From an optimization exercise on the open Yosys and OpenROAD flow, aimed at small area and a short achievable clock period; shortcuts taken in it are not production practice. RTL that was checked went through simulation tests only; none was proved equivalent to the original.

## run a
==> module argus_exec, before the edit <==
module argus_exec(clk, a, b, alu_op, shamt, mult, div,
                  flip_adder16, flip_adder4, flip_shift, flip_mult, flip_div,
                  alu_result, alu_ne, alu_lt, adder_err, sra_err, sll_err,
                  md_result, md_remainder, md_exception, md_err, md_chk_en);
	input clk;
	input [31:0] a, b;
	input [4:0] alu_op, shamt;
	input mult, div;
	input flip_adder16, flip_adder4, flip_shift, flip_mult, flip_div;
	output reg [31:0] alu_result;
	output reg alu_ne, alu_lt, adder_err, sra_err, sll_err;
	output [31:0] md_result;
	output reg [31:0] md_remainder;
	output reg md_exception, md_chk_en;
	output md_err;
	parameter J = 3;     
	parameter R = 2;     
	wire [31:0] n0;
	wire [15:0] d0;
	abs_val #(32) u_an(.x(a), .y(n0));
	abs_val #(16) u_ad(.x(b[15:0]), .y(d0));
	wire [14:0] r0 [32-J:32];
	assign r0[32] = 15'd0;
	wire [31:32-J] q0;
	genvar i;
	generate for (i = 31; i >= 32 - J; i = i - 1) begin : s1
		div_stage #(.I(i)) st(.rin(r0[i+1]), .n(n0[i]), .D(d0), .rout(r0[i]), .q(q0[i]));
	end endgenerate
	reg [31:0] a_q, b_q;
	reg [4:0] op_q, shamt_q;
	reg mult_q, div_q;
	reg f_add16_q, f_add4_q, f_shift_q, f_mult_q, f_div_q;
	reg [J-1:0] dr_q;         
	reg [31:32-J] dq_q;       
	reg [31-J:32-J-R] dn_q;   
	reg [15:0] dd_q;          
	reg dz_q, dsg_q;          
	always @(posedge clk) begin
		a_q <= a;
		b_q <= b;
		op_q <= alu_op;
		shamt_q <= shamt;
		mult_q <= mult;
		div_q <= div;
		f_add16_q <= flip_adder16;
		f_add4_q <= flip_adder4;
		f_shift_q <= flip_shift;
		f_mult_q <= flip_mult;
		f_div_q <= flip_div;
		dr_q <= r0[32-J][J-1:0];
		dq_q <= q0;
		dn_q <= n0[31-J:32-J-R];
		dd_q <= d0;
		dz_q <= (b[15:0] == 16'd0);
		dsg_q <= a[31] ^ b[15];
	end
	wire [31:0] alu_res_x;
	wire alu_ne_x, alu_lt_x, adder_err_x, sra_err_x, sll_err_x;
	alu_unit u_alu(.A(a_q), .B(b_q), .op(op_q), .shamt(shamt_q),
	               .f16(f_add16_q), .f4(f_add4_q), .fsh(f_shift_q),
	               .result(alu_res_x), .ne(alu_ne_x), .lt(alu_lt_x),
	               .adder_err(adder_err_x), .sra_err(sra_err_x), .sll_err(sll_err_x));
	wire [31:0] prod;
	wire ovf;
	booth_mult u_mul(.A(a_q), .B(b_q[15:0]), .flip(f_mult_q), .prod(prod), .ovf(ovf));
	wire [14:0] r1 [0:32-J];
	assign r1[32-J] = {{(15-J){1'b0}}, dr_q};
	wire [31-J:0] q1;
	wire [31:0] n1;
	abs_val #(32) u_an1(.x(a_q), .y(n1));
	wire [31-J:0] dn = {dn_q, n1[31-J-R:0]};
	generate for (i = 31 - J; i >= 0; i = i - 1) begin : s2
		div_stage #(.I(i)) st(.rin(r1[i+1]), .n(dn[i]), .D(dd_q), .rout(r1[i]), .q(q1[i]));
	end endgenerate
	wire [31:0] nmag = {dr_q, dn};
	wire [31:0] qq = dz_q ? {31'h7fffffff, ~nmag[31]} : {dq_q, q1};
	wire [31:0] rem_x = dz_q ? nmag : {17'd0, r1[0]};
	wire monly = mult_q & ~div_q;
	wire donly = div_q & ~mult_q;
	wire [4:0] ra_x, rb_x, rp_x;
	wire [31:0] pre_x = monly ? prod : qq;
	res31 u_ra(.x(a_q), .r(ra_x));
	res31 u_rb(.x({16'd0, b_q[15:0]}), .r(rb_x));
	res31 u_rp(.x({pre_x[31:5], 5'd0}), .r(rp_x));
	wire [5:0] rna = {1'b0, ~ra_x} + 6'd4;
	wire [4:0] rn_x = a_q[31] ? (rna[4:0] + {4'd0, rna[5]}) : ra_x;
	wire neg_x = donly & dsg_q;
	wire [4:0] c_x, m_x, cs_x, cc_x, ms_x, mc_x;
	residue_pre u_rpre(.rA(ra_x), .rB(rb_x), .rP(rp_x), .monly(monly), .donly(donly),
	                   .div(div_q), .neg(neg_x), .c(c_x), .m(m_x));
	residue_mid u_rmid(.c(c_x), .m(m_x), .pl(pre_x[4:1]), .r(r1[0]), .rn(rn_x),
	                   .dz(dz_q), .div(div_q), .cs(cs_x), .cc(cc_x), .ms(ms_x), .mc(mc_x));
	reg [31:0] pre_q;         
	reg zero_q, neg_q, fdb_q, div2_q, pz_q;
	reg [4:0] rb_q, m_q, cs_q, cc_q, ms_q, mc_q;
	always @(posedge clk) begin
		alu_result <= alu_res_x;
		alu_ne <= alu_ne_x;
		alu_lt <= alu_lt_x;
		adder_err <= adder_err_x;
		sra_err <= sra_err_x;
		sll_err <= sll_err_x;
		pre_q <= pre_x;
		zero_q <= ~(monly | donly);
		neg_q <= neg_x;
		fdb_q <= donly & f_div_q;
		div2_q <= div_q;
		md_remainder <= rem_x;
		md_exception <= (div_q & dz_q) | (mult_q & ovf);
		md_chk_en <= mult_q | div_q;
		rb_q <= rb_x;
		m_q <= m_x;
		cs_q <= cs_x;
		cc_q <= cc_x;
		ms_q <= ms_x;
		mc_q <= mc_x;
		pz_q <= ~dz_q & ~(|{dq_q, q1});
	end
	wire [31:0] negpre = -pre_q;
	assign md_result = zero_q ? 32'd0 : ((neg_q ? negpre : pre_q) ^ {29'd0, fdb_q, 2'd0});
	wire b2 = neg_q ? (pre_q[2] ^ (pre_q[1] | pre_q[0])) : pre_q[2];
	residue_post u_rpost(.cs(cs_q), .cc(cc_q), .ms(ms_q), .mc(mc_q), .m(m_q), .p0(pre_q[0]),
	                     .rB(rb_q), .k4(neg_q & ~pz_q), .kf(fdb_q), .kneg(b2),
	                     .remz(div2_q & ~(|md_remainder)), .err(md_err));
endmodule
Settings: LEC_CHECK=0, ABC_AREA=1, CAP_MARGIN=50, CORE_MARGIN=2, CORE_UTILIZATION=50, CTS_BUF_LIST=sky130_fd_sc_hd__clkbuf_4 sky130_fd_sc_hd__clkbuf_8 sky130_fd_sc_hd__clkbuf_16, CTS_CLUSTER_DIAMETER=60, CTS_CLUSTER_SIZE=12, PLACE_DENSITY=0.72, SLEW_MARGIN=70; clock period 250.0 ns.
standard.sh (not shown) runs the stock make flow with config.mk's settings and CLKGATE_MAP_FILE= SYNTH_SCRIPT=/design/flow/synth_recipe.tcl, a recipe that flattens the netlist after the stock synthesis.
==> flow/flow/run.sh <==
#!/bin/bash
set -euo pipefail
export BUFFER_PORTS_ARGS="-buffer_cell sky130_fd_sc_hd__buf_2"
bash standard.sh finish > standard_flow.log 2>&1
Setup changes, run a to run b
--- a/flow/design.v
+++ b/flow/design.v
@@ -272,11 +272,11 @@
 	output reg alu_ne, alu_lt, adder_err, sra_err, sll_err;
 	output [31:0] md_result;
 	output reg [31:0] md_remainder;
 	output reg md_exception, md_chk_en;
 	output md_err;
-	parameter J = 3;     
+	parameter J = 4;     
 	parameter R = 2;     
 	wire [31:0] n0;
 	wire [15:0] d0;
 	abs_val #(32) u_an(.x(a), .y(n0));
 	abs_val #(16) u_ad(.x(b[15:0]), .y(d0));
## What came out
Against run a as the reference, run b delivers a lower total number of vias.
STATUS mapped cell area: run b loses against run a
Relative to run a, path length in cells of the critical path has gone up in run b.
Run b leaves less setup margin than run a.
Die area grows slightly when moving from run a to run b.
Width of the die: run a vs run b — no meaningful difference
Ff count | run b vs run a | run b higher
For run b, only the layout was checked, not whether the RTL still works.

========
Another version of the RTL of argus_exec (not shown whole).
==> module argus_exec, before the edit <==
module argus_exec(clk, a, b, alu_op, shamt, mult, div,
                  flip_adder16, flip_adder4, flip_shift, flip_mult, flip_div,
                  alu_result, alu_ne, alu_lt, adder_err, sra_err, sll_err,
                  md_result, md_remainder, md_exception, md_err, md_chk_en);
	input clk;
	input [31:0] a, b;
	input [4:0] alu_op, shamt;
	input mult, div;
	input flip_adder16, flip_adder4, flip_shift, flip_mult, flip_div;
	output reg [31:0] alu_result;
	output reg alu_ne, alu_lt, adder_err, sra_err, sll_err;
	output [31:0] md_result;
	output reg [31:0] md_remainder;
	output reg md_exception, md_chk_en;
	output md_err;
	parameter J = 4;     
	parameter R = 2;     
	wire [31:0] n0;
	wire [15:0] d0;
	abs_val #(32) u_an(.x(a), .y(n0));
	abs_val #(16) u_ad(.x(b[15:0]), .y(d0));
	wire [14:0] r0 [32-J:32];
	assign r0[32] = 15'd0;
	wire [31:32-J] q0;
	genvar i;
	generate for (i = 31; i >= 32 - J; i = i - 1) begin : s1
		div_stage #(.I(i)) st(.rin(r0[i+1]), .n(n0[i]), .D(d0), .rout(r0[i]), .q(q0[i]));
	end endgenerate
	reg [31:0] a_q, b_q;
	reg [4:0] op_q, shamt_q;
	reg mult_q, div_q;
	reg f_add16_q, f_add4_q, f_shift_q, f_mult_q, f_div_q;
	reg [J-1:0] dr_q;         
	reg [31:32-J] dq_q;       
	reg [31-J:32-J-R] dn_q;   
	reg [15:0] dd_q;          
	reg dz_q, dsg_q;          
	always @(posedge clk) begin
		a_q <= a;
		b_q <= b;
		op_q <= alu_op;
		shamt_q <= shamt;
		mult_q <= mult;
		div_q <= div;
		f_add16_q <= flip_adder16;
		f_add4_q <= flip_adder4;
		f_shift_q <= flip_shift;
		f_mult_q <= flip_mult;
		f_div_q <= flip_div;
		dr_q <= r0[32-J][J-1:0];
		dq_q <= q0;
		dn_q <= n0[31-J:32-J-R];
		dd_q <= d0;
		dz_q <= (b[15:0] == 16'd0);
		dsg_q <= a[31] ^ b[15];
	end
	wire [31:0] alu_res_x;
	wire alu_ne_x, alu_lt_x, adder_err_x, sra_err_x, sll_err_x;
	alu_unit u_alu(.A(a_q), .B(b_q), .op(op_q), .shamt(shamt_q),
	               .f16(f_add16_q), .f4(f_add4_q), .fsh(f_shift_q),
	               .result(alu_res_x), .ne(alu_ne_x), .lt(alu_lt_x),
	               .adder_err(adder_err_x), .sra_err(sra_err_x), .sll_err(sll_err_x));
	wire [31:0] prod;
	wire ovf;
	booth_mult u_mul(.A(a_q), .B(b_q[15:0]), .flip(f_mult_q), .prod(prod), .ovf(ovf));
	wire [14:0] r1 [0:32-J];
	assign r1[32-J] = {{(15-J){1'b0}}, dr_q};
	wire [31-J:0] q1;
	wire [31:0] n1;
	abs_val #(32) u_an1(.x(a_q), .y(n1));
	wire [31-J:0] dn = {dn_q, n1[31-J-R:0]};
	generate for (i = 31 - J; i >= 0; i = i - 1) begin : s2
		div_stage #(.I(i)) st(.rin(r1[i+1]), .n(dn[i]), .D(dd_q), .rout(r1[i]), .q(q1[i]));
	end endgenerate
	wire [31:0] nmag = {dr_q, dn};
	wire [31:0] qq = dz_q ? {31'h7fffffff, ~nmag[31]} : {dq_q, q1};
	wire [31:0] rem_x = dz_q ? nmag : {17'd0, r1[0]};
	wire monly = mult_q & ~div_q;
	wire donly = div_q & ~mult_q;
	wire [4:0] ra_x, rb_x, rp_x;
	wire [31:0] pre_x = monly ? prod : qq;
	res31 u_ra(.x(a_q), .r(ra_x));
	res31 u_rb(.x({16'd0, b_q[15:0]}), .r(rb_x));
	res31 u_rp(.x({pre_x[31:5], 5'd0}), .r(rp_x));
	wire [5:0] rna = {1'b0, ~ra_x} + 6'd4;
	wire [4:0] rn_x = a_q[31] ? (rna[4:0] + {4'd0, rna[5]}) : ra_x;
	wire neg_x = donly & dsg_q;
	wire [4:0] c_x, m_x;
	residue_pre u_rpre(.rA(ra_x), .rB(rb_x), .rP(rp_x), .monly(monly), .donly(donly),
	                   .div(div_q), .neg(neg_x), .c(c_x), .m(m_x));
	reg [31:0] pre_q;         
	reg zero_q, neg_q, fdb_q, div2_q, pz_q, dz2_q;
	reg [4:0] rb_q, rn_q, c_q, m_q;
	always @(posedge clk) begin
		alu_result <= alu_res_x;
		alu_ne <= alu_ne_x;
		alu_lt <= alu_lt_x;
		adder_err <= adder_err_x;
		sra_err <= sra_err_x;
		sll_err <= sll_err_x;
		pre_q <= pre_x;
		zero_q <= ~(monly | donly);
		neg_q <= neg_x;
		fdb_q <= donly & f_div_q;
		div2_q <= div_q;
		md_remainder <= rem_x;
		md_exception <= (div_q & dz_q) | (mult_q & ovf);
		md_chk_en <= mult_q | div_q;
		rb_q <= rb_x;
		rn_q <= rn_x;
		c_q <= c_x;
		m_q <= m_x;
		pz_q <= ~dz_q & ~(|{dq_q, q1});
		dz2_q <= dz_q;
	end
	wire [31:0] negpre = -pre_q;
	assign md_result = zero_q ? 32'd0 : ((neg_q ? negpre : pre_q) ^ {29'd0, fdb_q, 2'd0});
	wire b2 = neg_q ? (pre_q[2] ^ (pre_q[1] | pre_q[0])) : pre_q[2];
	residue_post u_rpost(.c(c_q), .m(m_q), .pl(pre_q[4:0]), .rB(rb_q),
	                     .k4(neg_q & ~pz_q), .kf(fdb_q), .kneg(b2),
	                     .rem(md_remainder), .rn(rn_q), .dz(dz2_q), .div(div2_q), .err(md_err));
endmodule
==> flow/config.mk <==
export PLATFORM = sky130hd
export DESIGN_NAME = argus_exec
export DESIGN_NICKNAME = argus_exec
export VERILOG_FILES = /design/flow/design.v
export SDC_FILE = /design/flow/constraint.sdc
export NUM_CORES = 4
export LEC_CHECK = 0
export ABC_AREA = 1
export CAP_MARGIN = 50
export CORE_MARGIN = 2
export CORE_UTILIZATION = 40
export CTS_BUF_LIST = sky130_fd_sc_hd__clkbuf_4 sky130_fd_sc_hd__clkbuf_8 sky130_fd_sc_hd__clkbuf_16
export CTS_CLUSTER_DIAMETER = 60
export CTS_CLUSTER_SIZE = 12
export SLEW_MARGIN = 70
==> flow/constraint.sdc <==
create_clock -name core_clock -period 250.0 [get_ports {clk}]
set_input_delay 50.0000 -clock core_clock [delete_from_list [all_inputs] [get_ports {clk}]]
set_output_delay 50.0000 -clock core_clock [all_outputs]
set_load 0.01 [all_outputs]
Scripts as last shown in full above: flow/flow/run.sh
The first run completed without violations.
==> next run, changes <==
--- a/flow/design.v
+++ b/flow/design.v
@@ -259,11 +259,11 @@
 	output reg alu_ne, alu_lt, adder_err, sra_err, sll_err;
 	output [31:0] md_result;
 	output reg [31:0] md_remainder;
 	output reg md_exception, md_chk_en;
 	output md_err;
-	parameter J = 4;     
+	parameter J = 3;     
 	parameter R = 2;     
 	wire [31:0] n0;
 	wire [15:0] d0;
 	abs_val #(32) u_an(.x(a), .y(n0));
 	abs_val #(16) u_ad(.x(b[15:0]), .y(d0));
The changed run completed with no timing, DRC or antenna violations.
Design area went down by about 0.7%.
Routed wire length goes up by about 1.2%.
Synthesized cell count shrinks by about 0.5%.
Cell count decreases by 1.3%.
Clock-buffer cell count decreases by 7.
Worst setup slack improved by 0.82 ns.
Critical path depth goes down by 19.
No functional check of the RTL was part of any run of this note.

re-timing with driven ports:
Ports are ideal in the flow. The routed layouts listed here were re-timed in OpenROAD.
Step 1 assumes that a clkbuf_16 drives the clock port and a buf_2 every other input.
Step 2 moves the port delays by t, midway between the first and last clock arrival at a register: inputs arrive t later, outputs are due t later. That takes back most of the time a late clock gives input paths.
a / b / c = ideal ports / drivers / drivers and shift; a / b = the first two.
| run | shift t [ns] | setup WS [ns] | worst setup path after step 2 | worst slew at a driven data input, ns |
|---|---|---|---|---|
| run a | 0.669 | 195.553 / 195.481 / 195.288 | input to register | 0.05 |
| run b | 0.647 | 193.994 / 194.040 / 193.393 | input to register | 0.06 |
| the first run of note 2 | 0.686 | 193.630 / 193.685 / 192.999 | input to register | 0.19 |
| the second run of note 2 | 0.629 | 194.452 / 194.388 / 195.017 | register to output | 0.15 |
After both steps every run listed still meets setup and hold. The setup slack of the first run of note 2, which loses most, moves by +0.055 ns with the drivers and by -0.631 ns with both steps.
